Source: an optimization exercise on an open RTL-to-GDS flow (aim: small area). Production flows keep margins and buffers that such runs may drop.
In this exercise RTL edits were held to simulation tests only and were not proved equivalent to the original.
Power is estimated from default activity; no workload was simulated.

===== flow/run.sh =====
#!/bin/bash
# synth_recipe.tcl (not shown) runs the flow's synth.tcl, then flattens the netlist and writes it again
# the make line also repeats each setting of config.mk as NAME=value (left out here)
make -C /OpenROAD-flow-scripts/flow DESIGN_CONFIG=/design/flow/config.mk WORK_HOME=/design/flow/orfs CLKGATE_MAP_FILE= SYNTH_SCRIPT=/design/flow/synth_recipe.tcl finish

===== flow/config.mk =====
export PLATFORM = sky130hd
export DESIGN_NAME = ppu
export DESIGN_NICKNAME = ppu
export VERILOG_FILES = /design/flow/design.v
export SDC_FILE = /design/flow/constraint.sdc
export NUM_CORES = 4
export LEC_CHECK = 0
export CAP_MARGIN = 20
export CORE_MARGIN = 2
export CORE_UTILIZATION = 40
export CTS_BUF_LIST = sky130_fd_sc_hd__clkbuf_8
export SLEW_MARGIN = 20

===== flow/constraint.sdc =====
create_clock -name core_clock -period 40.0 [get_ports {clk}]
set_input_delay 8.0000 -clock core_clock [delete_from_list [all_inputs] [get_ports {clk}]]
set_output_delay 8.0000 -clock core_clock [all_outputs]
set_load 0.01 [all_outputs]

===== flow/design.v =====
`timescale 1ns / 1ps
module ppu(
	input wire clk,
	input wire rst,
	input wire sync,
	input wire [2:0] mode,
	input wire [7:0] data_i,
	input wire stb_i,
	output reg ack_i,
	output reg [7:0] data_o,
	output reg stb_o,
	input wire ack_o
);
function [11:0] radd;
	input [11:0] a;
	input [11:0] b;
	input        c;
	integer i;
	reg cy;
	begin
		cy = c;
		for (i = 0; i < 12; i = i + 1) begin
			radd[i] = a[i] ^ b[i] ^ cy;
			cy = (a[i] & b[i]) | (cy & (a[i] ^ b[i]));
		end
	end
endfunction
function [7:0] res79;
	input [11:0] x;
	reg [11:0] s, p, q;
	begin
		s = radd({6'b0, x[5:0]}, {6'b0, x[11:6]}, 1'b0);
		p = radd({9'b0, s[2:0]}, {9'b0, s[5:3]}, s[6]);
		q = radd({9'b0, s[2:0]}, {9'b0, ~s[5:3]}, s[6]);
		res79 = {q[3:0], p[3:0]};
	end
endfunction
function odd11;
	input [10:0] x;
	reg [11:0] e;
	reg k;
	begin
		e = radd({7'b0, x[4:0]}, {7'b0, ~x[9:5]}, x[10]);
		k = (e[5:0] >= 6'd9 && e[5:0] <= 6'd19) || (e[5:0] >= 6'd31 && e[5:0] <= 6'd41) || (e[5:0] >= 6'd53);
		odd11 = e[0] ^ k;
	end
endfunction
reg [19:0] ring_line;
reg [9:0] sx;
reg [9:0] sy;
reg frame_alternate;
reg frame_rise;       
reg frame_counter;
reg [9:0] pattern_counter;
wire sx_end = sx[9] & sx[8] & (&sx[4:0]);    
wire sy_end = sy[9] & sy[3] & sy[2];         
always @(posedge clk or negedge rst) begin
	if (!rst) begin
		sx <= 0;
		sy <= 0;
		frame_alternate <= 0;
		frame_rise <= 0;
	end else begin
		frame_rise <= !sync & sx_end & sy_end & !frame_alternate;
		if (sync) begin
			sx <= 0;
			sy <= 0;
			frame_alternate <= 0;
		end else if (sx_end) begin
			sx <= 0;
			if (sy_end) begin
				sy <= 0;
				frame_alternate <= ~frame_alternate;
			end else begin
				sy <= radd({2'b0, sy}, 12'b0, 1'b1);
			end
		end else begin
			sx <= radd({2'b0, sx}, 12'b0, 1'b1);
		end
	end
end
always @(posedge clk or negedge rst) begin
	if (!rst) begin
		frame_counter <= 0;
		pattern_counter <= 0;
	end else begin
		if (frame_rise)
			frame_counter <= ~frame_counter;
		if (sync)
			pattern_counter <= ring_line[19:10];
		else if (frame_rise & frame_counter)
			pattern_counter <= radd({2'b0, pattern_counter}, 12'b0, 1'b1);
	end
end
always @(posedge clk or negedge rst) begin
	if (!rst) begin
		ring_line <= 20'b0;
		ack_i <= 1'b0;
	end else begin
		ack_i <= stb_i;
		if (stb_i)
			ring_line <= {ring_line[11:0], data_i};
	end
end
wire [9:0] pc = pattern_counter;
wire m1 = (mode == 3'd1);
wire m3 = (mode == 3'd3);
wire m4 = (mode == 3'd4);
wire m5 = (mode == 3'd5);
reg [11:0] ysel, pca, xsel;
always @(*) begin
	case (mode[2:1])
		2'b00: ysel = {2'b0, sy};             
		2'b01: ysel = {3'b0, sy[9:1]};        
		default: ysel = mode[0] ? {5'b0, sy[9:3]} : {4'b0, sy[9:2]};  
	endcase
	pca  = m5 ? {4'b0, pc[9:2]} : {2'b0, pc};
	case (mode[2:1])
		2'b00: xsel = {2'b0, sx};             
		2'b01: xsel = {3'b0, sx[9:1]};        
		default: xsel = mode[0] ? {5'b0, sx[9:3]} : {3'b0, sy[9:1]};  
	endcase
end
wire [11:0] ay_f = radd(ysel, pca, 1'b0);
wire [11:0] ax_f = radd(xsel, {2'b0, pc & {10{~m5}}}, 1'b0);
wire [11:0] ky = {10'b0, mode[1], 1'b1};              
wire [11:0] kx = {10'b0, mode[1], ~m5};               
wire [11:0] ay = {1'b0, ay_f[10:0]};
wire [11:0] ax = {1'b0, ax_f[10:0]};
wire [11:0] by_f = radd(ay, ky, 1'b0);
wire [11:0] bx_f = radd(ax, kx, 1'b0);
wire [11:0] by = {1'b0, by_f[10:0]};
wire [11:0] bx = {1'b0, bx_f[10:0]};
wire [11:0] sx2 = {4'b0, sx[9:2]};
wire [11:0] op1 = ay ^ (m4 ? sx2 : ax);
wire [11:0] op2 = m4 ? ({ax[10:0], sy[0]} ^ {2'b0, sx}) : (by ^ bx);
wire [7:0]  op3 = sy[9:2] ^ sx[9:2];
wire [7:0] q1 = res79(op1);
wire [7:0] q2 = res79(op2);
wire [7:0] q3 = res79({4'b0, op3});
function z7;    
	input [3:0] t;
	z7 = (t == 0) | (t == 7) | (t == 14);
endfunction
function lo7;   
	input [3:0] t;
	lo7 = (t == 0) | (t == 7) | (t == 14) | (t == 1) | (t == 8) | (t == 15);
endfunction
function odd7;  
	input [3:0] t;
	odd7 = (t == 1) | (t == 3) | (t == 5) | (t == 8) | (t == 10) | (t == 12) | (t == 15);
endfunction
function z9;    
	input [3:0] t;
	z9 = (t == 7);
endfunction
function lo9;   
	input [3:0] t;
	lo9 = (t == 7) | (t == 8);
endfunction
wire lo1_1 = lo7(q1[3:0]) & lo9(q1[7:4]);
wire lo1_2 = lo7(q2[3:0]) & lo9(q2[7:4]);
wire fu = odd7(q1[3:0]) | odd11(op1[10:0]);
wire fv = odd7(q2[3:0]) | odd11(op2[10:0]);
reg [2:0] random_pattern;   
reg pixel_pattern_r, pixel_pattern_g, pixel_pattern_b;
wire slot = ~stb_o;   
always @(posedge clk or negedge rst) begin
	if (!rst) begin
		data_o <= 0;
		stb_o <= 0;
		random_pattern <= 0;
		pixel_pattern_r <= 0;
		pixel_pattern_g <= 0;
		pixel_pattern_b <= 0;
	end else if (slot) begin
		stb_o <= 1'b1;
		case (mode)
			3'd0: data_o <= data_i;
			3'd1: data_o[7:2] <= {{2{lo1_1}}, {2{~lo1_1}}, {2{lo1_2}}};
			3'd2: data_o[7:1] <= {{2{sx[5]}}, {2{sx[6]}}, {2{sx[7]}}, 1'b0};
			3'd3: begin
				random_pattern <= {ring_line[4], ring_line[2], ring_line[0]};
				pixel_pattern_r <= fu ^ random_pattern[0];
				pixel_pattern_g <= fu ^ random_pattern[1];
				pixel_pattern_b <= fv ^ random_pattern[2];
				data_o <= {{2{pixel_pattern_r}}, {2{pixel_pattern_g}},
				           {2{pixel_pattern_b}}, 2'b00};
			end
			3'd4: data_o <= {{2{z7(q1[3:0])}}, {2{z7(q2[3:0])}}, {2{z7(q3[3:0])}}, 2'b00};
			3'd5: data_o <= z9(q2[7:4]) ? 8'b01010100 : (z9(q1[7:4]) ? 8'b11100100 : 8'b00000000);
			default: ;
		endcase
	end else if (ack_o) begin
		stb_o <= 1'b0;
	end
end
endmodule

==> results.cfg, run 1 <==
[floorplanning]
rows = 46
boundaryPins = 26
core-area_um2 = 15900
die_h_um = 131
chipWidth_um = 131
die-area_um2 = 17300
initial_core_util = 0.409

[worst_setup_path]
end_kind = register
startpoint_type = input port
cp.required_ps = 40280
critPathSlowestCell = clkdlybuf4s50_1
cp_num_buf_inv = 8
worstSetupPathType = input port to register
cpMostUsedCell = fa_1
cp_data_arrival_time_ps = 17880
max_stage_delay_ps = 760
cp_top_family = adder cells
crit_path_max_fanout = 14

[clocking]
post_cts_resize_count = 0
cts_buffers = 9
clk_pin_slew_worst_paths_ps = 80
cts_hold_buffers = 0
clock_sinks = 69
clock_latency_ps = 350
cts_setup_buffers = 0
cts.htree.levels = 3
tritoncts = built
cts.path.max_buffers = 2
cts_root_buf = clkbuf_8

[synthesis]
ys_seq_area_frac = 0.266
synth-async-reset-ratio = 1.00
ys.flop_type = dfrtp_1
ys.warnings.count = 1
synth_edf_count = 0
synthCells = 654
synth_cell_types = 55
synth_area_um2 = 6490
synth_nets = 780
yosys_register_bits = 69
avgSynthCellArea_um2 = 9.93

[detailed_routing]
viasPerCell = 5.27
wirelength_um = 15300
ant_nets = 0
drtIter0Drc = 291
drt_pass1_iterations = 5
dr_total_vias = 4627
drcViolationCount = 0
routedWlPerCell_um = 17.4

[sta]
rsz0062_at_grt = false
timing.fmax_ghz = 0.0568
finalHoldViolations = 0
setup_viol = 0
fin_worst_skew_ps = 8.23
relSlewSlack = 0.370
fin_crit_ps = 17600
final-max-slew-violation-count = 0
fin_setup_tns_ps = 0
finalCritPeriodShare = 0.440
worstMarginPinSlew_ps = 943

[job]
maxCapViolCount = 0

[layout]
final_nets = 783
drive_gt1_frac = 0.0816
areaGrowthSynthToFinish_pct = 8.88
antennaDiodeCount = 0
nFillCells = 1565

[global_route]
grt_usage = 0.186
grt_pass1_vias = 4885
grt_pass1_wl_um = 25700
antenna_found_initial = 0
grt_overflow_total = 0
grt_max_degree = 70

[min_path]
hold_path.class = register to register

[placed_design]
gp_congestion = 0.883
io_buffers = 25
dp_hpwl_um = 12500

[status]
status = no timing/DRC/antenna violations

[power]
p_total_w = 0.000537
peakVddDrop_mv = 0.0480
powerDensity_nw_per_um2 = 76.0
p_leak_nw = 3.31
## through the flow
stage | util | instances | worst slack (ps) | instance area [µm²] | hold WS [ps]
final | 0.445 | 878 | 22400 | 7070 | 454
after detailed placement | 0.433 | 861 | 22000 | 6870 | 443
after global placement | 0.433 | 861 | 22200 | 6870 | 438
after global routing | 0.445 | 878 | 21740 | 7070 | 463
after CTS | 0.445 | 877 | 22410 | 7060 | 457
after floorplan | - | 654 | 23570 | 6490 | 420
## cells by family after synthesis
group	after synthesis	synth area share
xor gates and xnor gates	50	0.0674
buffers and inverters	97	0.0584
AOI/OAI and AO/OA	136	0.137
muxes	43	0.0711
DFF	69	0.266
adders and majority gates	110	0.276
and+or+nand+nor	149	0.125
## cell type report
cell class	instances	area, µm²	share of cell area
tap	216	270	0.0382
inverter	61	229	0.0324
clock buffer	9	124	0.0175
sequential	69	1730	0.244
multi-input combinational	488	4390	0.621
clock inverter	7	65.1	0.00920
timing repair buffer	28	268	0.0379
## Yosys cell counts (all sizes together) (6+ instances only)
cell / n / area, µm²
nand2b: 11 / 68.8
clkbuf: 22 / 82.6
xnor2: 27 / 236
a21oi: 26 / 130
a21o: 6 / 45.0
a221oi: 8 / 70.1
inv: 61 / 229
a22o: 9 / 78.8
fa: 55 / 1100
nand3: 10 / 55.1
nor4bb: 6 / 60.1
mux2i: 18 / 180
nor2: 25 / 93.8
ha: 55 / 688
xor2: 23 / 201
nand2: 41 / 154
nor3: 6 / 30.0
buf: 14 / 67.6
o21ai: 46 / 230
and2: 15 / 93.8
dfrtp: 69 / 1730
mux2: 25 / 282
a22oi: 15 / 113
nor2b: 14 / 90.1
## metal layers
layer / routed length [µm] / vias up / GRT usage
met2: 7390 / 74 / 0.307
met3: 384 / 16 / 0.0216
met5: 0 / - / 0
li1: - / 2238 / -
met4: 247 / 0 / 0.0537
met1: 7250 / 2299 / 0.258
## power by group
part	total, W	internal [W]	leakage (nW)	switching (W)
logic	0.000393	0.000176	2.35	0.000218
registers	0.0000891	0.0000799	0.867	0.00000924
clock network	0.0000548	0.0000241	0.0947	0.0000307
total	0.000537	0.000280	3.31	0.000258
## placed cells by master (no fill, tap or decap), types with 6 or more instances in the layout
cell type and count:
a22o_1 9, a21oi_1 26, nor2b_1 13, clkdlybuf4s50_1 24, a21o_1 6, nor4bb_1 6
mux2_2 25, nor2_1 25, nand2_1 41, fa_1 55, clkbuf_8 9, ha_1 55
dfrtp_1 69, inv_1 60, xor2_1 23, nor3_1 6, and2_1 15, mux2i_1 18
a22oi_1 15, o21ai_0 45, a221oi_1 8, xnor2_1 27, nand3_1 9, nand2b_1 11
## flip-flops by register name, indices dropped and copies added (netlist names), 3 cells and up
register,flops
data_o,8
pattern_counter,10
random_pattern,3
ring_line,20
sx,10
sy,10
## worst paths after layout
path	start	to	slack, ps	cells past startpoint
max in group asynchronous	rst	data_o[0]	31580	2
min in group asynchronous	rst	sy[5]	7840	2
max	mode[2]	data_o[2]	22400	36
max reg2reg	sy[2]	data_o[2]	31430	33
min	frame_alternate	frame_rise	450	1
min reg2reg	frame_alternate	frame_rise	450	1
## worst register-to-register path, delay by kind of cell (launching register included)
family	cells	cell delay [ps]
adders and majority gates	17	5820
AOI/OAI and AO/OA	6	910
and+or+nand+nor	3	710
DFF	1	480
buffers and inverters	6	420
xor gates and xnor gates	1	130
==> run 2, diff against run 1 <==
--- a/flow/config.mk
+++ b/flow/config.mk
@@ -8,5 +8,4 @@
 export CAP_MARGIN = 20
 export CORE_MARGIN = 2
 export CORE_UTILIZATION = 40
-export CTS_BUF_LIST = sky130_fd_sc_hd__clkbuf_8
 export SLEW_MARGIN = 20
==> run 2 against run 1 <==
Net effect: still clean on timing, DRC and antenna; critical path type unchanged; cell count did not move; register-to-register slack about the same; highest routed layer unchanged; global-route usage is 0.17 points higher; sequential cell count stayed put; clock-buffer cell count is the same; clock skew about the same; combinational power about the same.
==> results.cfg, run 2 <==
[power]
p_leak_nw = 3.36
powerDensity_nw_per_um2 = 78.1
p_sw_frac = 0.466
power_frac_clock = 0.138
internal_power_w = 0.000299
combPwrFrac = 0.703
peakVddDrop_mv = 0.0480
p_switching_w = 0.000261
seq_power_share = 0.160

[worst_setup_path]
cpMostUsedCell = fa_1
max_stage_delay_ps = 760
r2r_cells = 33
cp_top_family = adder cells
end_kind = register
worstSetupPathType = input port to register
cp-startpoint = mode[2]
crit_cells = 36
crit_path_max_fanout = 14
cp_num_buf_inv = 8
r2r_setup_slack_ps = 31420
reg2reg_to = data_o[2]
cp_data_arrival_time_ps = 17920
critPathSlowestCell = clkdlybuf4s50_1
worstReg2RegStart = sy[2]
endpoint = data_o[2]
cp.required_ps = 40260
startpoint_type = input port

[clocking]
clk_pin_slew_worst_paths_ps = 60
post_cts_resize_count = 0
tritoncts = built
cts_setup_buffers = 0
cts_root_buf = clkbuf_16
clock_latency_ps = 340
clock_sinks = 69
cts.path.max_buffers = 2
cts_buffers = 9
cts_hold_buffers = 0
cts.htree.levels = 3

[sta]
worstMarginPinSlew_ps = 931
timing.fmax_ghz = 0.0566
rsz0062_at_grt = false
holdWs_ps = 451
fin_crit_ps = 17660
fin_setup_tns_ps = 0
final-max-slew-violation-count = 0
setup_viol = 0
finalCritPeriodShare = 0.441
finalHoldViolations = 0
fin_worst_skew_ps = 7.83
relSlewSlack = 0.378

[job]
maxCapViolCount = 0

[placed_design]
placed_area_um2 = 6870
dp_cells = 861
gp_congestion = 0.883
io_buffers = 25
dp_hpwl_um = 12500

[synthesis]
ys.flop_type = dfrtp_1
synth_area_um2 = 6490
yosysMostFrequentCell = dfrtp_1
synth_common_cells = 69 x dfrtp_1, 60 x inv_1, 55 x fa_1, 55 x ha_1, 45 x o21ai_0
ys.warnings.count = 1
yosys.area.top_type = dfrtp_1
avgSynthCellArea_um2 = 9.93
synth_cell_types = 55
synth_edf_count = 0
yosys_register_bits = 69
ys_seq_area_frac = 0.266
synthCells = 654
synth_nets = 780
synth-async-reset-ratio = 1.00
synth_top_area_frac = 0.266
synth_area_leaders = dfrtp_1 27%, fa_1 17%, ha_1 11%

[detailed_routing]
wirelength_um = 15500
drtIter0Drc = 326
viasPerCell = 5.28
drt_pass1_iterations = 4
drcViolationCount = 0
dr_total_vias = 4633
ant_nets = 0
routedWlPerCell_um = 17.6

[floorplanning]
die-area_um2 = 17300
core-area_um2 = 15900
boundaryPins = 26
rows = 46
initial_core_util = 0.409
chipWidth_um = 131
die_h_um = 131

[layout]
multi_input_area_um2 = 4390
final_common_cell = dfrtp_1
final_nets = 783
nFillCells = 1558
post-route-util = 0.451
largest_register_ffs = 20
areaGrowthSynthToFinish_pct = 10.4
regMostFlops = ring_line
antennaDiodeCount = 0
final_cell_mix = 69 x dfrtp_1, 60 x inv_1, 55 x fa_1, 55 x ha_1, 45 x o21ai_0
drive_gt1_frac = 0.0816
regArea_um2 = 1730
final_area_um2 = 7170
finalNonFillerCells = 878

[global_route]
grt_overflow_total = 0
grt_pass1_vias = 4900
grt_usage = 0.188
grt_pass1_wl_um = 25900
grt_max_degree = 70
antenna_found_initial = 0

[min_path]
hold_path.class = register to register

[status]
status = no timing/DRC/antenna violations
==> run 2: metal layers <==
layer,part of all wire,GRT usage,up-vias
li1,-,-,2243
met1,0.48,0.257,2300
met2,0.48,0.309,71
met3,0.021,0.0228,19
met4,0.019,0.0604,0
met5,0,0,-
==> run 2: worst min-delay path by stage <==
stage / from / end / slack [ps] / depth (start not counted)
after floorplan: frame_alternate / frame_rise / 420 / 1
after CTS: frame_alternate / frame_rise / 450 / 1
after global routing: frame_alternate / frame_rise / 460 / 1
after global placement: frame_alternate / frame_rise / 440 / 1
final: frame_alternate / frame_rise / 450 / 1
after detailed placement: frame_alternate / frame_rise / 440 / 1
==> run 2: per-stage QoR <==
stage,power (W),worst slack (ps)
floorplan,0.000387,23570
global placement,0.000462,22200
detailed placement,0.000481,22000
CTS,0.000562,22360
global route,0.000617,21680
finish,0.000560,22340
==> run 2: kinds of logic (layout without fill, tap and decap cells) <==
logic type	count (synthesis)	in the layout	share of synthesized area
and+or+nand+nor	149	149	0.125
AOI/OAI and AO/OA	136	136	0.137
adders and majority gates	110	110	0.276
buffers and inverters	97	105	0.0584
DFF	69	69	0.266
xor gates and xnor gates	50	50	0.0674
muxes	43	43	0.0711
==> run 2: worst register-to-register path, delay by kind of cell (launching register included) <==
family	cells	cell delay, ps
adder cells (fa/ha/maj)	17	5860
XOR/XNOR	1	130
flip-flops	1	480
AO/OA/AOI/OAI	6	910
AND/OR/NAND/NOR	3	710
buffers and inverters	6	420
==> run 2: power by group through the flow <==
stage	Combinational, W	Sequential [W]	Clock [W]
final	0.000394	0.0000894	0.0000771
after global routing	0.000444	0.0000907	0.0000826
after CTS	0.000393	0.0000894	0.0000798
after detailed placement	0.000390	0.0000905	0
after global placement	0.000372	0.0000901	0
after floorplan	0.000299	0.0000879	0
==> run 2: cell type report <==
class / instances / area share
inverters: 61 / 0.0319
multi-input cells: 488 / 0.612
flip-flops and latches: 69 / 0.241
repair buffers: 28 / 0.0373
well taps: 216 / 0.0377
clock buffers: 9 / 0.0314
clock inverters: 7 / 0.00907
==> run 3, diff against run 2 <==
==> flow/flow/run.sh (new file) <==
#!/bin/bash
# Standard ORFS layout, with two changes: port buffers use the smallest
# buffer cell, and clock tree synthesis adds no dummy loads.
set -euo pipefail
export BUFFER_PORTS_ARGS="-buffer_cell sky130_fd_sc_hd__buf_1"
export CTS_ARGS="-sink_clustering_enable -repair_clock_nets -dont_use_dummy_load -buf_list sky130_fd_sc_hd__clkbuf_8"
bash standard.sh > standard.log 2>&1
==> flow/standard.sh (new file) <==
#!/bin/bash
# synth_recipe.tcl (not shown) runs the flow's synth.tcl, then flattens the netlist and writes it again
# the make line also repeats each setting of config.mk as NAME=value (left out here)
make -C /OpenROAD-flow-scripts/flow DESIGN_CONFIG=/design/flow/config.mk WORK_HOME=/design/flow/orfs CLKGATE_MAP_FILE= SYNTH_SCRIPT=/design/flow/synth_recipe.tcl "${@:-finish}"
--- a/flow/config.mk
+++ b/flow/config.mk
@@ -5,6 +5,7 @@
 export SDC_FILE = /design/flow/constraint.sdc
 export NUM_CORES = 4
 export LEC_CHECK = 0
+export ABC_AREA = 1
 export CAP_MARGIN = 20
 export CORE_MARGIN = 2
 export CORE_UTILIZATION = 40
removed: flow/run.sh
==> run 3 against run 2 <==
Net effect: synthesized area down 1.3%; clock skew up 23 ps; sequential cell count unchanged; total power up 3.2%; largest power group unchanged; setup slack better by 750 ps; via count up 7.5%; maximum frequency up 4.4%; cell count up 16%; critical path depth up 3; final area down 5.0%; critical endpoint is now data_o[5]; combinational power up 14%; critical path type unchanged.
==> results.cfg, run 3 <==
[sta]
finalHoldViolations = 0
fin_crit_ps = 16910
setup_viol = 0
rsz0062_at_grt = false
fin_worst_skew_ps = 30.9
finalCritPeriodShare = 0.423
timing.fmax_ghz = 0.0591
worstMarginPinSlew_ps = 943
holdWs_ps = 461
setup_slack_ps = 23090
fin_setup_tns_ps = 0
relSlewSlack = 0.371
final-max-slew-violation-count = 0

[clocking]
tritoncts = built
cts_buffers = 9
cts_root_buf = clkbuf_8
cts_setup_buffers = 0
clock_latency_ps = 360
clk_pin_slew_worst_paths_ps = 50
cts.path.max_buffers = 2
cts.htree.levels = 3
cts_hold_buffers = 0
post_cts_resize_count = 0
clock_sinks = 69

[power]
p_leak_nw = 3.47
powerDensity_nw_per_um2 = 84.8
combPwrFrac = 0.776
peakVddDrop_mv = 0.0564
seq_power_share = 0.150
p_switching_w = 0.000307
p_sw_frac = 0.530
internal_power_w = 0.000272
power_frac_clock = 0.074

[detailed_routing]
drt_pass1_iterations = 5
routedWlPerCell_um = 14.4
dr_total_vias = 4980
ant_nets = 0
drtIter0Drc = 321
drcViolationCount = 0
viasPerCell = 4.88
wirelength_um = 14700

[synthesis]
synth_top_area_frac = 0.269
synth_area_leaders = dfrtp_1 27%, fa_1 17%, ha_1 11%
ys.warnings.count = 1
synth-async-reset-ratio = 1.00
synth_common_cells = 161 x nand2_1, 136 x inv_1, 69 x dfrtp_1, 64 x nor2_1, 62 x o21ai_0
yosysMostFrequentCell = nand2_1
synth_edf_count = 0
ys.flop_type = dfrtp_1
yosys.area.top_type = dfrtp_1
synthCells = 788
synth_cell_types = 33
avgSynthCellArea_um2 = 8.13
yosys_register_bits = 69
ys_seq_area_frac = 0.269
synth_area_um2 = 6410
synth_nets = 914

[placed_design]
gp_congestion = 0.899
dp_hpwl_um = 12000
io_buffers = 25
pre_cts_slack_ps = 22860

[worst_setup_path]
startpoint_type = input port
worstReg2RegStart = sy[2]
r2r_cells = 37
end_kind = register
critPathSlowestCell = ha_1
crit_cells = 39
worstSetupPathType = input port to register
crit_path_max_fanout = 12
r2r_setup_slack_ps = 31480
max_stage_delay_ps = 520
cpMostUsedCell = fa_1
cp_data_arrival_time_ps = 17100
cp.required_ps = 40190
cp_num_buf_inv = 9
cp_top_family = adder cells
reg2reg_to = data_o[5]

[global_route]
grt_usage = 0.187
grt_max_degree = 70
grt_overflow_total = 0
grt_pass1_vias = 4800
antenna_found_initial = 0
grt_pass1_wl_um = 24600

[job]
maxCapViolCount = 0

[layout]
largest_register_ffs = 20
regMostFlops = ring_line
areaGrowthSynthToFinish_pct = 6.39
final_nets = 933
final_common_cell = nand2_1
final_cell_mix = 161 x nand2_1, 136 x inv_1, 69 x dfrtp_1, 64 x nor2_1, 62 x o21ai_0
antennaDiodeCount = 0
post-route-util = 0.432
drive_gt1_frac = 0.0323

[min_path]
hp-start = frame_rise
hold_path.class = register to register
whs_path_depth = 1
min_to = frame_counter

[floorplanning]
boundaryPins = 26
die-area_um2 = 17000
rows = 46
initial_core_util = 0.406
chipWidth_um = 131
die_h_um = 131
core-area_um2 = 15800

[status]
status = no timing/DRC/antenna violations
==> run 3: cell count changes after synthesis, moves of 11 or more <==
cell and delta:
nor2b_1 -13, mux2i_1 -18, and2_1 -15, inv_1 +76, nand2b_1 -11, o21ai_0 +17
clkbuf_1 -12, mux2_2 -24, xnor2_1 -15, nand2_1 +120, a22oi_1 -15, nand3_1 +18
nor2_1 +39
==> run 3: through the flow <==
stage,cells,cell area [µm²],power [W]
final,1021,6820,0.000578
after global routing,1021,6820,0.000662
after CTS,1021,6820,0.000579
after detailed placement,1012,6690,0.000532
after global placement,1012,6690,0.000528
after floorplan,788,6410,0.000440
==> run 3: kinds of logic after synthesis <==
kind of cell	count (synthesis)	synth area share
DFF	69	0.269
muxes	1	0.00176
buffers and inverters	163	0.0996
xor gates and xnor gates	44	0.0601
and+or+nand+nor	266	0.170
AOI/OAI and AO/OA	135	0.120
adders and majority gates	110	0.279
==> run 3: worst max path at each step <==
| stage | endpoint | startpoint | slack (ps) |
|---|---|---|---|
| global placement | data_o[5] | mode[1] | 23110 |
| detailed placement | data_o[5] | mode[1] | 22860 |
| finish | data_o[5] | mode[1] | 23090 |
| global route | data_o[5] | mode[1] | 22610 |
| CTS | data_o[5] | mode[1] | 23230 |
| floorplan | data_o[5] | mode[1] | 24060 |
==> run 3: power groups by stage <==
stage | clock network [W] | registers, W | logic (W)
6_report | 0.0000428 | 0.0000866 | 0.000449
5_1_grt | 0.0000468 | 0.0000878 | 0.000527
4_1_cts | 0.0000445 | 0.0000866 | 0.000448
3_5_place_dp | 0 | 0.0000877 | 0.000444
3_3_place_gp | 0 | 0.0000879 | 0.000440
2_1_floorplan | 0 | 0.0000872 | 0.000353
==> run 3: final cells by class <==
cell class                 count  area, µm²
clock buffer                   9        124
fill                        1638       8950
inverter                     144        541
multi-input combinational    556       4040
sequential                    69       1730
tap                          216        270
timing repair buffer          27        113
==> run 3: routing by layer <==
metal  track usage  vias to the layer above  share of wire
met3        0.0314                       18          0.042
met2         0.298                      104           0.46
met4        0.0401                        0          0.013
met5             0                        -              0
met1         0.269                     2328           0.49
li1              -                     2530              -
==> run 4, diff against run 3 <==
==> flow/flow/run.sh (replaced) <==
#!/bin/bash
# Standard ORFS layout, with two changes: port buffers use the smallest
# buffer cell, and clock tree synthesis adds no dummy loads.
set -euo pipefail
export BUFFER_PORTS_ARGS="-buffer_cell sky130_fd_sc_hd__buf_1"
export CTS_ARGS="-sink_clustering_enable -repair_clock_nets -dont_use_dummy_load -buf_list sky130_fd_sc_hd__clkbuf_16 -sink_clustering_size 70 -sink_clustering_max_diameter 500"
bash standard.sh > standard.log 2>&1
==> run 4 against run 3 <==
Net effect: cell count unchanged; largest power group unchanged; register-to-register slack about the same; via count is 0.10% lower; synthesized cell count is the same; routed wire length up 0.29%; critical path depth did not move; final area grew 1.5%; non-clock buffer count stayed put; critical path type unchanged; maximum frequency increased by 0.13%; clock power rose by 51%; clock-buffer cell count is the same.
==> results.cfg, run 4 <==
[status]
status = no timing/DRC/antenna violations

[synthesis]
ys.warnings.count = 1
synth_nets = 914
synth_top_area_frac = 0.269
synth_edf_count = 0
yosys.area.top_type = dfrtp_1
ys.flop_type = dfrtp_1
synth_area_leaders = dfrtp_1 27%, fa_1 17%, ha_1 11%
synthCells = 788
synth_top_family_by_area = adder cells
synth_cell_types = 33
yosys.area_share.simple = 0.170
yosysMostFrequentCell = nand2_1
synth_area_um2 = 6410
synthAdderAreaFrac = 0.279
ys_seq_area_frac = 0.269
synthXorXnorAreaFrac = 0.0601
synth-compound-area-share = 0.120
synth_common_cells = 161 x nand2_1, 136 x inv_1, 69 x dfrtp_1, 64 x nor2_1, 62 x o21ai_0
yosys_register_bits = 69
muxShareOfSynthArea = 0.00176
synth-async-reset-ratio = 1.00
avgSynthCellArea_um2 = 8.13

[placed_design]
io_buffers = 25
placed_area_um2 = 6690
dp_hpwl_um = 12000
gp_congestion = 0.899

[layout]
final_nets = 933
antennaDiodeCount = 0
final_area_um2 = 6920
drive_gt1_frac = 0.0323
areaGrowthSynthToFinish_pct = 7.97
final_cell_mix = 161 x nand2_1, 136 x inv_1, 69 x dfrtp_1, 64 x nor2_1, 62 x o21ai_0
nFillCells = 1615
regMostFlops = ring_line
final_common_cell = nand2_1
largest_register_ffs = 20

[power]
powerDensity_nw_per_um2 = 86.8
peakVddDrop_mv = 0.0568
p_leak_nw = 3.52

[detailed_routing]
drtIter0Drc = 315
routedWlPerCell_um = 14.4
wirelength_um = 14700
drcViolationCount = 0
dr_total_vias = 4975
viasPerCell = 4.87
ant_nets = 0
drt_pass1_iterations = 5

[global_route]
grt_pass1_vias = 4846
grt_usage = 0.188
grt_overflow_total = 0
grt_pass1_wl_um = 24700
antenna_found_initial = 0
grt_max_degree = 70

[clocking]
cts_buffers = 9
post_cts_resize_count = 0
clk_pin_slew_worst_paths_ps = 40
cts_hold_buffers = 0
clock_sinks = 69
clock_latency_ps = 340
cts.path.max_buffers = 2
tritoncts = built
cts_setup_buffers = 0
cts_root_buf = clkbuf_16
cts.htree.levels = 3

[floorplanning]
initial_core_util = 0.406
die_h_um = 131
boundaryPins = 26
die-area_um2 = 17000
chipWidth_um = 131
rows = 46
core-area_um2 = 15800

[sta]
fin_setup_tns_ps = 0
rsz0062_at_grt = false
final-max-slew-violation-count = 0
timing.fmax_ghz = 0.0592
setup_viol = 0
finalCritPeriodShare = 0.422
fin_worst_skew_ps = 22.2
worstMarginPinSlew_ps = 952
relSlewSlack = 0.366
finalHoldViolations = 0
fin_crit_ps = 16880

[worst_setup_path]
end_kind = register
worstSetupPathType = input port to register
startpoint_type = input port
max_stage_delay_ps = 490
crit_path_max_fanout = 12
cp.required_ps = 40180
critPathSlowestCell = ha_1
cp_data_arrival_time_ps = 17060
cpMostUsedCell = fa_1

[min_path]
hold_path.class = register to register

[job]
maxCapViolCount = 0
==> run 4: where the power goes <==
| group | total, W | switching [W] | internal (W) |
|---|---|---|---|
| Sequential | 0.0000868 | 0.00000707 | 0.0000797 |
| Clock | 0.0000646 | 0.0000254 | 0.0000392 |
| Combinational | 0.000449 | 0.000277 | 0.000172 |
| Total | 0.000600 | 0.000310 | 0.000291 |
==> run 4: logic make-up after synthesis <==
family / after synthesis
AND/OR/NAND/NOR: 266
buffers and inverters: 163
AO/OA/AOI/OAI: 135
adder cells (fa/ha/maj): 110
flip-flops: 69
XOR/XNOR: 44
multiplexers: 1
==> run 4: final cells by class <==
cell class | instances | area (µm²) | share of cell area
Clock buffer | 9 | 225 | 0.0326
Inverter | 144 | 541 | 0.0781
Multi-Input combinational cell | 556 | 4040 | 0.584
Sequential cell | 69 | 1730 | 0.250
Tap cell | 216 | 270 | 0.0391
Timing Repair Buffer | 27 | 113 | 0.0163
==> run 4: worst paths after layout <==
| check | endpoint | cells after the start | slack, ps | startpoint |
|---|---|---|---|---|
| setup reg to reg | data_o[5] | 37 | 31480 | sy[2] |
| hold / removal | frame_counter | 1 | 460 | frame_rise |
| setup / recovery | data_o[5] | 39 | 23120 | mode[1] |
| max in group asynchronous | data_o[3] | 1 | 31540 | rst |
| min in group asynchronous | frame_rise | 1 | 7860 | rst |
| hold reg to reg | frame_counter | 1 | 460 | frame_rise |
==> run 4: layer usage <==
metal | GRT usage | up-vias | share of wire
met5 | 0 | - | 0
met2 | 0.300 | 82 | 0.46
met4 | 0.0476 | 0 | 0.015
met3 | 0.0301 | 21 | 0.033
li1 | - | 2534 | -
met1 | 0.270 | 2338 | 0.49
==> run 4: through the flow <==
| step | setup slack [ps] | total power [W] | instances | hold WS, ps | util |
|---|---|---|---|---|---|
| 3_5_place_dp | 22860 | 0.000532 | 1012 | 459 | 0.424 |
| 5_1_grt | 22590 | 0.000684 | 1021 | 474 | 0.439 |
| 3_3_place_gp | 23110 | 0.000528 | 1012 | 448 | 0.424 |
| 4_1_cts | 23190 | 0.000601 | 1021 | 465 | 0.439 |
| 6_report | 23120 | 0.000600 | 1021 | 458 | 0.439 |
| 2_1_floorplan | 24060 | 0.000440 | 788 | 439 | - |
==> run 4: worst max-delay path, delay by kind of cell <==
family | cells | cell delay [ps]
AO/OA/AOI/OAI | 4 | 600
adder cells (fa/ha/maj) | 18 | 6390
AND/OR/NAND/NOR | 7 | 720
XOR/XNOR | 1 | 130
buffers and inverters | 9 | 1200
==> run 5, diff against run 4 <==
==> flow/flow/run.sh (replaced) <==
#!/bin/bash
# Standard ORFS layout, with two changes: port buffers use the smallest
# buffer cell, and clock tree synthesis adds no dummy loads.
set -euo pipefail
export BUFFER_PORTS_ARGS="-buffer_cell sky130_fd_sc_hd__buf_1"
export CTS_ARGS="-sink_clustering_enable -repair_clock_nets -dont_use_dummy_load -buf_list sky130_fd_sc_hd__clkbuf_8 -sink_clustering_size 35 -sink_clustering_max_diameter 200"
bash standard.sh > standard.log 2>&1
==> run 5 against run 4 <==
Net effect: critical endpoint unchanged; clock skew rose by 8.7 ps; critical path depth did not move; sequential cell count did not move; highest routed layer unchanged.
==> results.cfg, run 5 <==
[worst_setup_path]
max_stage_delay_ps = 520
endpoint = data_o[5]
cp-startpoint = mode[1]
cp.required_ps = 40190
cpMostUsedCell = fa_1
end_kind = register
r2r_setup_slack_ps = 31480
crit_path_max_fanout = 12
worstSetupPathType = input port to register
critPathSlowestCell = ha_1
worstReg2RegStart = sy[2]
reg2reg_to = data_o[5]
cp_data_arrival_time_ps = 17100
startpoint_type = input port
r2r_cells = 37

[sta]
rsz0062_at_grt = false
fin_crit_ps = 16910
worstMarginPinSlew_ps = 943
finalHoldViolations = 0
finalCritPeriodShare = 0.423
fin_worst_skew_ps = 30.9
timing.fmax_ghz = 0.0591
setup_viol = 0
relSlewSlack = 0.371
fin_setup_tns_ps = 0
final-max-slew-violation-count = 0

[global_route]
grt_max_degree = 70
grt_pass1_wl_um = 24600
antenna_found_initial = 0
grt_overflow_total = 0
grt_usage = 0.187
grt_pass1_vias = 4800

[synthesis]
ys.flop_type = dfrtp_1
synth_common_cells = 161 x nand2_1, 136 x inv_1, 69 x dfrtp_1, 64 x nor2_1, 62 x o21ai_0
ys.warnings.count = 1
synth_area_leaders = dfrtp_1 27%, fa_1 17%, ha_1 11%
synth_top_area_frac = 0.269
synth_area_um2 = 6410
avgSynthCellArea_um2 = 8.13
yosys.area.top_type = dfrtp_1
synth_nets = 914
yosysMostFrequentCell = nand2_1
yosys_register_bits = 69
synth_edf_count = 0
synthCells = 788
synth-async-reset-ratio = 1.00
synth_cell_types = 33
ys_seq_area_frac = 0.269

[layout]
nFillCells = 1638
multi_input_area_um2 = 4040
areaGrowthSynthToFinish_pct = 6.39
drive_gt1_frac = 0.0323
final_area_um2 = 6820
largest_register_ffs = 20
final_common_cell = nand2_1
regMostFlops = ring_line
final_nets = 933
antennaDiodeCount = 0
regArea_um2 = 1730
final_cell_mix = 161 x nand2_1, 136 x inv_1, 69 x dfrtp_1, 64 x nor2_1, 62 x o21ai_0

[clocking]
clock_sinks = 69
cts.htree.levels = 3
clk_pin_slew_worst_paths_ps = 50
tritoncts = built
post_cts_resize_count = 0
cts_hold_buffers = 0
clock_latency_ps = 360
cts.path.max_buffers = 2
cts_setup_buffers = 0
cts_root_buf = clkbuf_8
cts_buffers = 9

[floorplanning]
initial_core_util = 0.406
core-area_um2 = 15800
boundaryPins = 26
rows = 46
chipWidth_um = 131
die-area_um2 = 17000
die_h_um = 131

[detailed_routing]
dr_total_vias = 4980
drtIter0Drc = 321
ant_nets = 0
routedWlPerCell_um = 14.4
wirelength_um = 14700
viasPerCell = 4.88
drcViolationCount = 0
drt_pass1_iterations = 5

[placed_design]
io_buffers = 25
gp_congestion = 0.899
dp_hpwl_um = 12000
placed_area_um2 = 6690

[power]
powerDensity_nw_per_um2 = 84.8
p_leak_nw = 3.47
peakVddDrop_mv = 0.0564

[job]
maxCapViolCount = 0

[status]
status = no timing/DRC/antenna violations

[min_path]
hold_path.class = register to register
[run 5: worst min-delay path by stage]
stage / depth (start not counted) / startpoint / to / slack [ps]
after floorplan: 1 / frame_rise / frame_counter / 440
after global placement: 1 / frame_rise / frame_counter / 450
after detailed placement: 1 / frame_counter / frame_counter / 460
after CTS: 1 / frame_rise / frame_counter / 470
after global routing: 1 / frame_counter / frame_counter / 480
final: 1 / frame_rise / frame_counter / 460
[run 5: cell type report]
| class | count | area share |
|---|---|---|
| clock buffer | 9 | 0.0182 |
| inverter | 144 | 0.0793 |
| multi-input combinational | 556 | 0.593 |
| sequential | 69 | 0.253 |
| tap | 216 | 0.0396 |
| timing repair buffer | 27 | 0.0165 |
[run 5: cells by family after synthesis]
group | count (synthesis) | share of synthesized area
adder cells (fa/ha/maj) | 110 | 0.279
flip-flops | 69 | 0.269
XOR/XNOR | 44 | 0.0601
AND/OR/NAND/NOR | 266 | 0.170
AO/OA/AOI/OAI | 135 | 0.120
buffers and inverters | 163 | 0.0996
multiplexers | 1 | 0.00176
[run 5: through the flow]
| step | total power (W) | hold slack (ps) | util | setup WS, ps | cells |
|---|---|---|---|---|---|
| detailed placement | 0.000532 | 459 | 0.424 | 22860 | 1012 |
| global placement | 0.000528 | 448 | 0.424 | 23110 | 1012 |
| CTS | 0.000579 | 467 | 0.432 | 23230 | 1021 |
| floorplan | 0.000440 | 439 | - | 24060 | 788 |
| global route | 0.000662 | 476 | 0.432 | 22610 | 1021 |
| finish | 0.000578 | 461 | 0.432 | 23090 | 1021 |
[run 5: critical path: cells and delay by family]
kind,cells,cell delay [ps]
adders and majority gates,18,6420
buffers and inverters,9,1190
and+or+nand+nor,7,730
AOI/OAI and AO/OA,4,600
xor gates and xnor gates,1,130
[run 5: where the power goes]
part           switching, W  internal, W
clock             0.0000228    0.0000200
combinational      0.000277     0.000172
sequential       0.00000704    0.0000796
total              0.000307     0.000272
[run 5: per-layer routing]
metal,track usage,share of wire
met1,0.269,0.49
met2,0.298,0.46
met3,0.0314,0.042
met4,0.0401,0.013
met5,0,0
==> run 6, diff against run 5 <==
==> flow/flow/run.sh (replaced) <==
#!/bin/bash
# Standard ORFS layout with three changes:
#  - after the standard synthesis, the combinational logic is mapped again with
#    a stronger ABC area script (flow/reopt.sh); flip-flops and full adders are
#    kept as they are, and the result is proven equivalent with yosys (equiv_*)
#    before it replaces the standard netlist;
#  - port buffers use the smallest buffer cell (buf_1);
#  - clock tree synthesis uses clkbuf_8 and adds no dummy loads.
set -euo pipefail
export BUFFER_PORTS_ARGS="-buffer_cell sky130_fd_sc_hd__buf_1"
export CTS_ARGS="-sink_clustering_enable -repair_clock_nets -dont_use_dummy_load -buf_list sky130_fd_sc_hd__clkbuf_8"
R=orfs/results/${FLOW_PLATFORM}/ppu/base
bash standard.sh synth > standard_synth.log 2>&1
cp $R/1_2_yosys.v standard_1_2_yosys.v
if bash flow/reopt.sh standard_1_2_yosys.v reopt_1_2_yosys.v reopt; then
  cp reopt_1_2_yosys.v $R/1_2_yosys.v
  echo "reopt: using re-mapped netlist" > reopt_status.log
else
  echo "reopt: failed, keeping the standard netlist" > reopt_status.log
fi
bash standard.sh > standard.log 2>&1
==> flow/flow/dont_use.txt (new file) <==
sky130_fd_sc_hd__lpflow_bleeder_1
sky130_fd_sc_hd__lpflow_clkbufkapwr_1
sky130_fd_sc_hd__lpflow_clkbufkapwr_16
sky130_fd_sc_hd__lpflow_clkbufkapwr_2
sky130_fd_sc_hd__lpflow_clkbufkapwr_4
sky130_fd_sc_hd__lpflow_clkbufkapwr_8
sky130_fd_sc_hd__lpflow_clkinvkapwr_1
sky130_fd_sc_hd__lpflow_clkinvkapwr_16
sky130_fd_sc_hd__lpflow_clkinvkapwr_2
sky130_fd_sc_hd__lpflow_clkinvkapwr_4
sky130_fd_sc_hd__lpflow_clkinvkapwr_8
sky130_fd_sc_hd__lpflow_decapkapwr_12
sky130_fd_sc_hd__lpflow_decapkapwr_3
sky130_fd_sc_hd__lpflow_decapkapwr_4
sky130_fd_sc_hd__lpflow_decapkapwr_6
sky130_fd_sc_hd__lpflow_decapkapwr_8
sky130_fd_sc_hd__lpflow_inputiso0n_1
sky130_fd_sc_hd__lpflow_inputiso0p_1
sky130_fd_sc_hd__lpflow_inputiso1n_1
sky130_fd_sc_hd__lpflow_inputiso1p_1
sky130_fd_sc_hd__lpflow_inputisolatch_1
sky130_fd_sc_hd__lpflow_isobufsrc_1
sky130_fd_sc_hd__lpflow_isobufsrc_16
sky130_fd_sc_hd__lpflow_isobufsrc_2
sky130_fd_sc_hd__lpflow_isobufsrc_4
sky130_fd_sc_hd__lpflow_isobufsrc_8
sky130_fd_sc_hd__lpflow_isobufsrckapwr_16
sky130_fd_sc_hd__lpflow_lsbuf_lh_hl_isowell_tap_1
sky130_fd_sc_hd__lpflow_lsbuf_lh_hl_isowell_tap_2
sky130_fd_sc_hd__lpflow_lsbuf_lh_hl_isowell_tap_4
sky130_fd_sc_hd__lpflow_lsbuf_lh_isowell_4
sky130_fd_sc_hd__lpflow_lsbuf_lh_isowell_tap_1
sky130_fd_sc_hd__lpflow_lsbuf_lh_isowell_tap_2
sky130_fd_sc_hd__lpflow_lsbuf_lh_isowell_tap_4
sky130_fd_sc_hd__probe_p_8
sky130_fd_sc_hd__probec_p_8
==> flow/flow/reopt.abc (new file) <==
strash
dch -f
map -a
mfs2
strash
dch -f
map -a
mfs2
strash
dch -f
map -a
mfs2
strash
dch -f
map -a
mfs2
strash
dch -f
map -a
topo
==> flow/flow/reopt.sh (new file) <==
#!/bin/bash
# reopt.sh IN OUT LOGPREFIX : re-map the combinational logic of netlist IN into OUT,
# keeping flip-flops and full adders; then prove OUT equivalent to IN.
set -uo pipefail
IN=$1; OUT=$2; LOGP=$3
HERE=$(cd "$(dirname "$0")" && pwd)
LIB=$FLOW_HOME/platforms/sky130hd/lib/sky130_fd_sc_hd__tt_025C_1v80.lib
YOSYS=yosys
[ -x "$FLOW_HOME/../tools/install/yosys/bin/yosys" ] && YOSYS=$FLOW_HOME/../tools/install/yosys/bin/yosys
TOP=${FLOW_TOP:-ppu}
KEEP=$(grep -o 'sky130_fd_sc_hd__[a-z0-9_]*' "$IN" | sort -u | grep -E '__(df|sdf|edf|dl|fa_)' | tr '\n' ' ')
DU=$(sed 's/^/-dont_use /' "$HERE/dont_use.txt" | tr '\n' ' ')
cat > reopt.ys <<EOY
read_liberty -ignore_miss_func $LIB
read_verilog $IN
hierarchy -top $TOP
setattr -mod -set keep_hierarchy 1 $KEEP
flatten
opt_clean -purge
abc -liberty $LIB $DU -script $HERE/reopt.abc
opt_clean -purge
hilomap -singleton -hicell sky130_fd_sc_hd__conb_1 HI -locell sky130_fd_sc_hd__conb_1 LO
insbuf -buf sky130_fd_sc_hd__buf_1 A X
splitnets
opt_clean -purge
rename -enumerate -pattern ro_%
select $TOP
stat -liberty $LIB
write_verilog -noattr -noexpr -nohex -nodec -selected $OUT
EOY
$YOSYS -s reopt.ys > ${LOGP}_yosys.log 2>&1 || return 1 2>/dev/null || exit 1
cat > equiv.ys <<EOY
read_liberty -ignore_miss_func $LIB
blackbox $KEEP
read_verilog $IN
rename $TOP gold
read_verilog $OUT
rename $TOP gate
flatten
rename -hide w:_*
opt_clean -purge
equiv_make gold gate equiv
hierarchy -top equiv
equiv_simple
equiv_status -assert
EOY
$YOSYS -s equiv.ys > ${LOGP}_equiv.log 2>&1
==> run 6 against run 5 <==
Net effect: still clean on timing, DRC and antenna; combinational power down 12%; routed wire length up 4.8%; global-route usage up 1.9 points; largest power group unchanged; highest routed layer unchanged.
==> results.cfg, run 6 <==
[worst_setup_path]
cpMostUsedCell = fa_1
max_stage_delay_ps = 730
crit_path_max_fanout = 24
cp_data_arrival_time_ps = 17970
r2r_setup_slack_ps = 31210
cp_top_family = adder cells
cp.required_ps = 40260
end_kind = register
worstSetupPathType = input port to register
worstReg2RegStart = sy[2]
cp_num_buf_inv = 11
startpoint_type = input port
r2r_cells = 37
reg2reg_to = data_o[2]
critPathSlowestCell = nor2_1

[detailed_routing]
viasPerCell = 5.22
drtIter0Drc = 409
drcViolationCount = 0
ant_nets = 0
dr_total_vias = 5073
drt_pass1_iterations = 5
wirelength_um = 15400
routedWlPerCell_um = 15.8

[layout]
regMostFlops = ring_line
largest_register_ffs = 20
final_cell_mix = 145 x clkinv_1, 105 x nand2_1, 102 x nor2_1, 84 x o21ai_0, 69 x dfrtp_1
final_common_cell = clkinv_1
final_nets = 860
finalNonFillerCells = 971
drive_gt1_frac = 0.0254
areaGrowthSynthToFinish_pct = 7.82
post-route-util = 0.441
antennaDiodeCount = 0

[placed_design]
io_buffers = 25
dp_hpwl_um = 12300
gp_congestion = 0.920
pre_cts_slack_ps = 22050
dp_cells = 961

[global_route]
grt_usage = 0.206
grt_max_degree = 70
grt_pass1_vias = 4917
grt_util_met1 = 0.292
grt_overflow_total = 0
antenna_found_initial = 0
top_usage_layer = met2
use_met3 = 0.0404
grt_pass1_wl_um = 25700
grt_use_met2 = 0.318

[power]
peakVddDrop_mv = 0.0528
p_leak_nw = 2.48
p_total_w = 0.000524
powerDensity_nw_per_um2 = 81.8

[sta]
worstMarginPinSlew_ps = 917
timing.fmax_ghz = 0.0565
setup_viol = 0
setup_slack_ps = 22290
fin_worst_skew_ps = 31.6
fin_setup_tns_ps = 0
finalHoldViolations = 0
fin_crit_ps = 17710
relSlewSlack = 0.386
rsz0062_at_grt = false
finalCritPeriodShare = 0.443
final-max-slew-violation-count = 0

[clocking]
cts.htree.levels = 3
clk_pin_slew_worst_paths_ps = 90
cts_hold_buffers = 0
clock_sinks = 69
tritoncts = built
cts.path.max_buffers = 2
cts_setup_buffers = 0
cts_buffers = 9
post_cts_resize_count = 0
cts_root_buf = clkbuf_8
clock_latency_ps = 370

[floorplanning]
chipWidth_um = 126
boundaryPins = 26
rows = 44
initial_core_util = 0.409
core-area_um2 = 14500
die_h_um = 126
die-area_um2 = 15800

[min_path]
hold_path.class = register to register
min_to = ring_line[17]
whs_path_depth = 2
hp-start = ring_line[9]

[synthesis]
avgSynthCellArea_um2 = 7.84
synth_nets = 829
synthCells = 758
synth_area_um2 = 5940
ys.warnings.count = 1

[status]
status = no timing/DRC/antenna violations

[job]
maxCapViolCount = 0
## run 6: report_power, final
group | internal, W | leakage [nW] | switching (W)
Sequential | 0.0000795 | 0.864 | 0.00000617
Combinational | 0.000151 | 1.55 | 0.000244
Clock | 0.0000200 | 0.0647 | 0.0000235
## run 6: layout make-up
type | count | area (µm²)
Clock buffer | 9 | 124
Fill cell | 1527 | 8130
Inverter | 145 | 544
Multi-Input combinational cell | 536 | 3640
Sequential cell | 69 | 1730
Tap cell | 184 | 230
Timing Repair Buffer | 28 | 140
## run 6: per-layer routing
metal  routed length [µm]  part of all wire  up-vias
met2                 6770              0.44      142
met1                 7340              0.48     2394
met4                  403             0.026        0
met5                    0                 0        -
met3                  869             0.056       28
li1                     -                 -     2509
## run 6: worst max-delay path by stage
stage	startpoint	to	slack (ps)	cells past startpoint
after CTS	mode[0]	data_o[2]	22430	39
after global routing	mode[0]	data_o[3]	21400	39
after global placement	mode[0]	data_o[3]	22350	39
final	mode[0]	data_o[2]	22290	39
after detailed placement	mode[0]	data_o[2]	22050	39
after floorplan	mode[0]	data_o[3]	23770	38
## run 6: through the flow
| stage | hold slack [ps] | area, µm² |
|---|---|---|
| 4_1_cts | 464 | 6380 |
| 2_1_floorplan | 439 | 5940 |
| 3_5_place_dp | 455 | 6250 |
| 3_3_place_gp | 443 | 6250 |
| 6_report | 462 | 6400 |
| 5_1_grt | 509 | 6400 |
## run 6: worst min-delay path, cell delays in order, from the launching register on
cell and delay [ps]:
dfrtp_1 340, nand2_1 50, o21ai_0 60
==> run 7, diff against run 6 <==
--- a/flow/design.v
+++ b/flow/design.v
@@ -133,7 +133,24 @@
 wire [11:0] bx = {1'b0, bx_f[10:0]};
 wire [11:0] sx2 = {4'b0, sx[9:2]};
 wire [11:0] op1 = ay ^ (m4 ? sx2 : ax);
-wire [11:0] op2 = m4 ? ({ax[10:0], sy[0]} ^ {2'b0, sx}) : (by ^ bx);
+function [10:0] flips;
+	input [10:0] a;
+	input [1:0]  k;
+	integer i;
+	reg c;
+	begin
+		flips[0] = k[0];
+		c = a[0] & k[0];
+		flips[1] = k[1] ^ c;
+		c = (a[1] & k[1]) | (c & (a[1] ^ k[1]));
+		for (i = 2; i < 11; i = i + 1) begin
+			flips[i] = c;
+			c = c & a[i];
+		end
+	end
+endfunction
+wire [10:0] op2f = op1[10:0] ^ flips(ay[10:0], ky[1:0]) ^ flips(ax[10:0], kx[1:0]);
+wire [11:0] op2 = m4 ? ({ax[10:0], sy[0]} ^ {2'b0, sx}) : {1'b0, op2f};
 wire [7:0]  op3 = sy[9:2] ^ sx[9:2];
 wire [7:0] q1 = res79(op1);
 wire [7:0] q2 = res79(op2);
--- a/flow/flow/run.sh
+++ b/flow/flow/run.sh
@@ -8,7 +8,7 @@
 #  - clock tree synthesis uses clkbuf_8 and adds no dummy loads.
 set -euo pipefail
 export BUFFER_PORTS_ARGS="-buffer_cell sky130_fd_sc_hd__buf_1"
-export CTS_ARGS="-sink_clustering_enable -repair_clock_nets -dont_use_dummy_load -buf_list sky130_fd_sc_hd__clkbuf_8"
+export CTS_ARGS="-repair_clock_nets -dont_use_dummy_load -buf_list sky130_fd_sc_hd__clkbuf_8"
 R=orfs/results/${FLOW_PLATFORM}/ppu/base
 bash standard.sh synth > standard_synth.log 2>&1
 cp $R/1_2_yosys.v standard_1_2_yosys.v
--- a/flow/flow/reopt.sh
+++ b/flow/flow/reopt.sh
@@ -10,7 +10,7 @@
 TOP=${FLOW_TOP:-ppu}
 KEEP=$(grep -o 'sky130_fd_sc_hd__[a-z0-9_]*' "$IN" | sort -u | grep -E '__(df|sdf|edf|dl|fa_)' | tr '\n' ' ')
 DU=$(sed 's/^/-dont_use /' "$HERE/dont_use.txt" | tr '\n' ' ')
-cat > reopt.ys <<EOY
+cat > ${LOGP}_reopt.ys <<EOY
 read_liberty -ignore_miss_func $LIB
 read_verilog $IN
 hierarchy -top $TOP
@@ -28,8 +28,8 @@
 stat -liberty $LIB
 write_verilog -noattr -noexpr -nohex -nodec -selected $OUT
 EOY
-$YOSYS -s reopt.ys > ${LOGP}_yosys.log 2>&1 || return 1 2>/dev/null || exit 1
-cat > equiv.ys <<EOY
+$YOSYS -s ${LOGP}_reopt.ys > ${LOGP}_yosys.log 2>&1 || return 1 2>/dev/null || exit 1
+cat > ${LOGP}_equiv.ys <<EOY
 read_liberty -ignore_miss_func $LIB
 blackbox $KEEP
 read_verilog $IN
@@ -37,11 +37,12 @@
 read_verilog $OUT
 rename $TOP gate
 flatten
-rename -hide w:_*
+rename -hide w:_* w:ro_* w:flip*
+rename -hide c:ro_* c:flip*
 opt_clean -purge
 equiv_make gold gate equiv
 hierarchy -top equiv
 equiv_simple
 equiv_status -assert
 EOY
-$YOSYS -s equiv.ys > ${LOGP}_equiv.log 2>&1
+$YOSYS -s ${LOGP}_equiv.ys > ${LOGP}_equiv.log 2>&1
==> run 7 against run 6 <==
Net effect: clock-buffer cell count stayed put; synthesized cell count is 4.2% lower; combinational power increased by 12%; setup slack worse by 450 ps; cell count is 3.7% lower; clock skew up 0.80 ps; sequential share of layout area is 0.78 points higher; sequential power fell by 1%; highest routed layer unchanged.
==> results.cfg, run 7 <==
[layout]
final_common_cell = clkinv_1
final_nets = 826
antennaDiodeCount = 0
regMostFlops = ring_line
largest_register_ffs = 20
finalNonFillerCells = 935
drive_gt1_frac = 0.0265
final_cell_mix = 129 x clkinv_1, 108 x nor2_1, 84 x o21ai_0, 78 x nand2_1, 69 x dfrtp_1
areaGrowthSynthToFinish_pct = 7.59
final_area_um2 = 6220
nFillCells = 1430

[sta]
timing.fmax_ghz = 0.0551
final-max-slew-violation-count = 0
fin_crit_ps = 18160
rsz0062_at_grt = false
finalHoldViolations = 0
setup_viol = 0
fin_worst_skew_ps = 32.4
relSlewSlack = 0.357
finalCritPeriodShare = 0.454
worstMarginPinSlew_ps = 961
fin_setup_tns_ps = 0
holdWs_ps = 489

[min_path]
whs_path_depth = 1
hp-start = pattern_counter[5]
hold_path.class = register to register
min_to = pattern_counter[5]

[worst_setup_path]
worstReg2RegStart = sx[3]
critPathSlowestCell = nor2_1
r2r_cells = 40
cp_num_buf_inv = 8
cp_top_family = adder cells
cp.required_ps = 40200
startpoint_type = input port
crit_path_max_fanout = 15
cpMostUsedCell = fa_1
end_kind = register
worstSetupPathType = input port to register
cp_data_arrival_time_ps = 18360
reg2reg_to = data_o[4]
r2r_setup_slack_ps = 30520
max_stage_delay_ps = 760

[floorplanning]
initial_core_util = 0.414
die_h_um = 124
chipWidth_um = 124
boundaryPins = 26
die-area_um2 = 15400
rows = 43
core-area_um2 = 14000

[power]
p_leak_nw = 2.33
p_sw_frac = 0.529
power_frac_clock = 0.076
combPwrFrac = 0.776
peakVddDrop_mv = 0.0794
powerDensity_nw_per_um2 = 91.7
seq_power_share = 0.148
internal_power_w = 0.000269
p_total_w = 0.000571
p_switching_w = 0.000302

[placed_design]
dp_cells = 926
gp_congestion = 1.02
io_buffers = 25
dp_hpwl_um = 12900
placed_area_um2 = 6100

[synthesis]
avgSynthCellArea_um2 = 7.97
synth_nets = 795
synthCells = 726
ys.warnings.count = 1
synth_area_um2 = 5790

[detailed_routing]
dr_total_vias = 5043
drt_pass1_iterations = 5
ant_nets = 0
routedWlPerCell_um = 16.9
wirelength_um = 15800
drtIter0Drc = 353
drcViolationCount = 0
viasPerCell = 5.39

[global_route]
grt_usage = 0.211
grt_overflow_total = 0
grt_pass1_wl_um = 26000
grt_pass1_vias = 4933
grt_max_degree = 70
antenna_found_initial = 0

[clocking]
cts.htree.levels = 3
post_cts_resize_count = 0
cts_buffers = 9
clk_pin_slew_worst_paths_ps = 60
cts_hold_buffers = 0
cts.path.max_buffers = 2
clock_latency_ps = 350
tritoncts = built
cts_root_buf = clkbuf_8
cts_setup_buffers = 0
clock_sinks = 69

[status]
status = no timing/DRC/antenna violations

[job]
maxCapViolCount = 0
==> run 7: through the flow <==
| stage | util | worst slack, ps |
|---|---|---|
| 3_5_place_dp | 0.436 | 21600 |
| 4_1_cts | 0.445 | 21950 |
| 2_1_floorplan | - | 23190 |
| 6_report | 0.445 | 21840 |
| 3_3_place_gp | 0.436 | 21970 |
| 5_1_grt | 0.445 | 21040 |
==> run 7: cell type report <==
class | instances | area, µm² | area share
repair buffers | 28 | 118 | 0.0189
well taps | 180 | 225 | 0.0362
flip-flops and latches | 69 | 1730 | 0.277
clock buffers | 9 | 124 | 0.0199
inverters | 129 | 484 | 0.0778
multi-input cells | 520 | 3550 | 0.570
==> run 7: worst register-to-register path: cells and delay by family (launching register included) <==
kind / cells / cell delay [ps]
AOI/OAI and AO/OA: 11 / 2000
xor gates and xnor gates: 3 / 700
adders and majority gates: 15 / 5300
buffers and inverters: 7 / 480
DFF: 1 / 480
and+or+nand+nor: 4 / 370
==> run 7: per-layer routing <==
metal / part of all wire / vias up / wire (µm) / global-route usage
met2: 0.47 / 140 / 7450 / 0.349
met5: 0 / - / 0 / 0
met4: 0.023 / 0 / 369 / 0.0621
met3: 0.046 / 28 / 733 / 0.0348
met1: 0.46 / 2421 / 7230 / 0.287
li1: - / 2454 / - / -
==> run 7: power groups by stage <==
stage	sequential, W	clock (W)	combinational, W
detailed placement	0.0000859	0	0.000439
global placement	0.0000857	0	0.000421
floorplan	0.0000839	0	0.000339
global route	0.0000858	0.0000469	0.000508
finish	0.0000845	0.0000431	0.000443
CTS	0.0000846	0.0000449	0.000442
==> run 7: worst max path at each step <==
stage | start | to | slack (ps) | cells after the start
global placement | mode[2] | data_o[4] | 21970 | 41
CTS | mode[2] | data_o[4] | 21950 | 41
global route | mode[2] | data_o[4] | 21040 | 41
detailed placement | mode[2] | data_o[4] | 21600 | 41
floorplan | mode[2] | data_o[4] | 23190 | 40
finish | mode[2] | data_o[4] | 21840 | 41
==> run 8, diff against run 7 <==
--- a/flow/flow/run.sh
+++ b/flow/flow/run.sh
@@ -8,7 +8,7 @@
 #  - clock tree synthesis uses clkbuf_8 and adds no dummy loads.
 set -euo pipefail
 export BUFFER_PORTS_ARGS="-buffer_cell sky130_fd_sc_hd__buf_1"
-export CTS_ARGS="-repair_clock_nets -dont_use_dummy_load -buf_list sky130_fd_sc_hd__clkbuf_8"
+export CTS_ARGS="-sink_clustering_enable -repair_clock_nets -dont_use_dummy_load -buf_list {sky130_fd_sc_hd__clkbuf_2 sky130_fd_sc_hd__clkbuf_4 sky130_fd_sc_hd__clkbuf_8}"
 R=orfs/results/${FLOW_PLATFORM}/ppu/base
 bash standard.sh synth > standard_synth.log 2>&1
 cp $R/1_2_yosys.v standard_1_2_yosys.v
==> run 8 against run 7 <==
Net effect: clock power about the same; sequential share of layout area unchanged; die area unchanged; combinational power about the same; total power unchanged; maximum frequency unchanged; clock-buffer cell count unchanged; sequential cell count unchanged; final area unchanged; via count unchanged; critical endpoint unchanged; largest power group unchanged.
==> results.cfg, run 8 <==
[status]
status = no timing/DRC/antenna violations

[global_route]
grt_usage = 0.211
grt_max_degree = 70
antenna_found_initial = 0
grt_overflow_total = 0
grt_pass1_wl_um = 26000
grt_pass1_vias = 4933

[detailed_routing]
dr_total_vias = 5043
drt_pass1_iterations = 5
drcViolationCount = 0
wirelength_um = 15800
routedWlPerCell_um = 16.9
drtIter0Drc = 353
ant_nets = 0
viasPerCell = 5.39

[synthesis]
synth_area_um2 = 5790
synth_nets = 795
ys.warnings.count = 1
avgSynthCellArea_um2 = 7.97
synthCells = 726

[clocking]
clock_latency_ps = 350
cts.path.max_buffers = 2
cts_setup_buffers = 0
cts_hold_buffers = 0
post_cts_resize_count = 0
cts_root_buf = clkbuf_8
clock_sinks = 69
clk_pin_slew_worst_paths_ps = 60
cts.htree.levels = 3
tritoncts = built
cts_buffers = 9

[sta]
worstMarginPinSlew_ps = 961
fin_worst_skew_ps = 32.4
final-max-slew-violation-count = 0
fin_crit_ps = 18160
timing.fmax_ghz = 0.0551
relSlewSlack = 0.357
finalCritPeriodShare = 0.454
setup_viol = 0
rsz0062_at_grt = false
fin_setup_tns_ps = 0
finalHoldViolations = 0
setup_slack_ps = 21840

[worst_setup_path]
max_stage_delay_ps = 760
cp_data_arrival_time_ps = 18360
cp_num_buf_inv = 8
cp.required_ps = 40200
startpoint_type = input port
critPathSlowestCell = nor2_1
crit_path_max_fanout = 15
end_kind = register
worstSetupPathType = input port to register
cpMostUsedCell = fa_1
cp_top_family = adder cells

[min_path]
hold_path.class = register to register

[placed_design]
io_buffers = 25
dp_hpwl_um = 12900
gp_congestion = 1.02
pre_cts_slack_ps = 21600

[layout]
largest_register_ffs = 20
final_common_cell = clkinv_1
drive_gt1_frac = 0.0265
final_cell_mix = 129 x clkinv_1, 108 x nor2_1, 84 x o21ai_0, 78 x nand2_1, 69 x dfrtp_1
nFillCells = 1430
areaGrowthSynthToFinish_pct = 7.59
final_nets = 826
antennaDiodeCount = 0
regMostFlops = ring_line

[floorplanning]
rows = 43
die-area_um2 = 15400
chipWidth_um = 124
boundaryPins = 26
core-area_um2 = 14000
initial_core_util = 0.414
die_h_um = 124

[power]
p_leak_nw = 2.33
powerDensity_nw_per_um2 = 91.7
peakVddDrop_mv = 0.0794

[job]
maxCapViolCount = 0
## run 8: final cells by class
| cell class | instances | area, µm² | area share |
|---|---|---|---|
| clock buffers | 9 | 124 | 0.0199 |
| inverters | 129 | 484 | 0.0778 |
| multi-input cells | 520 | 3550 | 0.570 |
| flip-flops and latches | 69 | 1730 | 0.277 |
| well taps | 180 | 225 | 0.0362 |
| repair buffers | 28 | 118 | 0.0189 |
## run 8: routing by layer
metal / vias up / routed length (µm) / GRT usage
li1: 2454 / - / -
met1: 2421 / 7230 / 0.287
met2: 140 / 7450 / 0.349
met3: 28 / 733 / 0.0348
met4: 0 / 369 / 0.0621
met5: - / 0 / 0
## run 8: path summary, 6_finish.rpt
| check | start | end | slack [ps] | depth (start not counted) |
|---|---|---|---|---|
| min reg2reg | pattern_counter[5] | pattern_counter[5] | 490 | 1 |
| max in group asynchronous | rst | pattern_counter[9] | 31540 | 2 |
| min in group asynchronous | rst | sy[1] | 7870 | 2 |
| max | mode[2] | data_o[4] | 21840 | 41 |
| min | pattern_counter[5] | pattern_counter[5] | 490 | 1 |
| max reg2reg | sx[3] | data_o[4] | 30520 | 40 |
## run 8: worst register-to-register path: cells and delay by family, from the launching register on
kind | cells | cell delay (ps)
compound gates | 11 | 2000
buf+inv | 7 | 480
simple gates | 4 | 370
fa+ha+maj | 15 | 5300
xor+xnor | 3 | 700
flops | 1 | 480
## run 8: per-stage QoR
stage          instances   util  instance area [µm²]  hold WS (ps)  total power, W
4_1_cts              935  0.445                 6220           491        0.000572
3_5_place_dp         926  0.436                 6100           481        0.000525
5_1_grt              935  0.445                 6220           514        0.000641
3_3_place_gp         926  0.436                 6100           472        0.000507
2_1_floorplan        726      -                 5790           448        0.000422
6_report             935  0.445                 6220           489        0.000571
## run 8: power by group
part | total [W] | internal, W | switching (W)
registers | 0.0000845 | 0.0000789 | 0.00000559
clock network | 0.0000431 | 0.0000201 | 0.0000231
logic | 0.000443 | 0.000170 | 0.000274
total | 0.000571 | 0.000269 | 0.000302

==> static timing again, ports no longer ideal <==
In the flow no input, the clock included, has a driving cell. The finished layouts below were timed again as built, in two steps. Step 1, drivers: a clkbuf_16 drives clk and a buf_2 each remaining input, both assumed. Step 2 adds t to the input delays and takes it off the output delays; t is the mean of the earliest and latest rising clock arrival at the registers after step 1. Input paths then give back, and output paths get back, about the clock's delay inside the block. Slacks: no drivers / after step 1 / after step 2; pairs: no drivers / after step 1.
| run | t (ns) | setup WS [ns] | worst setup path after step 2 | slew at the worst register clock pin (ns) |
|---|---|---|---|---|
| run 1 | 0.376 | 22.396 / 22.397 / 22.022 | input to register | 0.09 / 0.09 |
| run 2 | 0.369 | 22.344 / 22.352 / 21.983 | input to register | 0.07 / 0.07 |
| run 3 | 0.370 | 23.093 / 23.100 / 22.730 | input to register | 0.09 / 0.09 |
| run 4 | 0.362 | 23.115 / 23.129 / 22.767 | input to register | 0.06 / 0.06 |
| run 5 | 0.370 | 23.093 / 23.100 / 22.730 | input to register | 0.09 / 0.09 |
| run 6 | 0.383 | 22.292 / 22.302 / 21.919 | input to register | 0.09 / 0.09 |
| run 7 | 0.371 | 21.842 / 21.854 / 21.483 | input to register | 0.09 / 0.09 |
| run 8 | 0.371 | 21.842 / 21.854 / 21.483 | input to register | 0.09 / 0.09 |
After both steps every run listed still meets setup and hold. For run 1, which loses most, drivers alone change the setup slack by +0.001 ns; drivers and shift together by -0.374 ns.
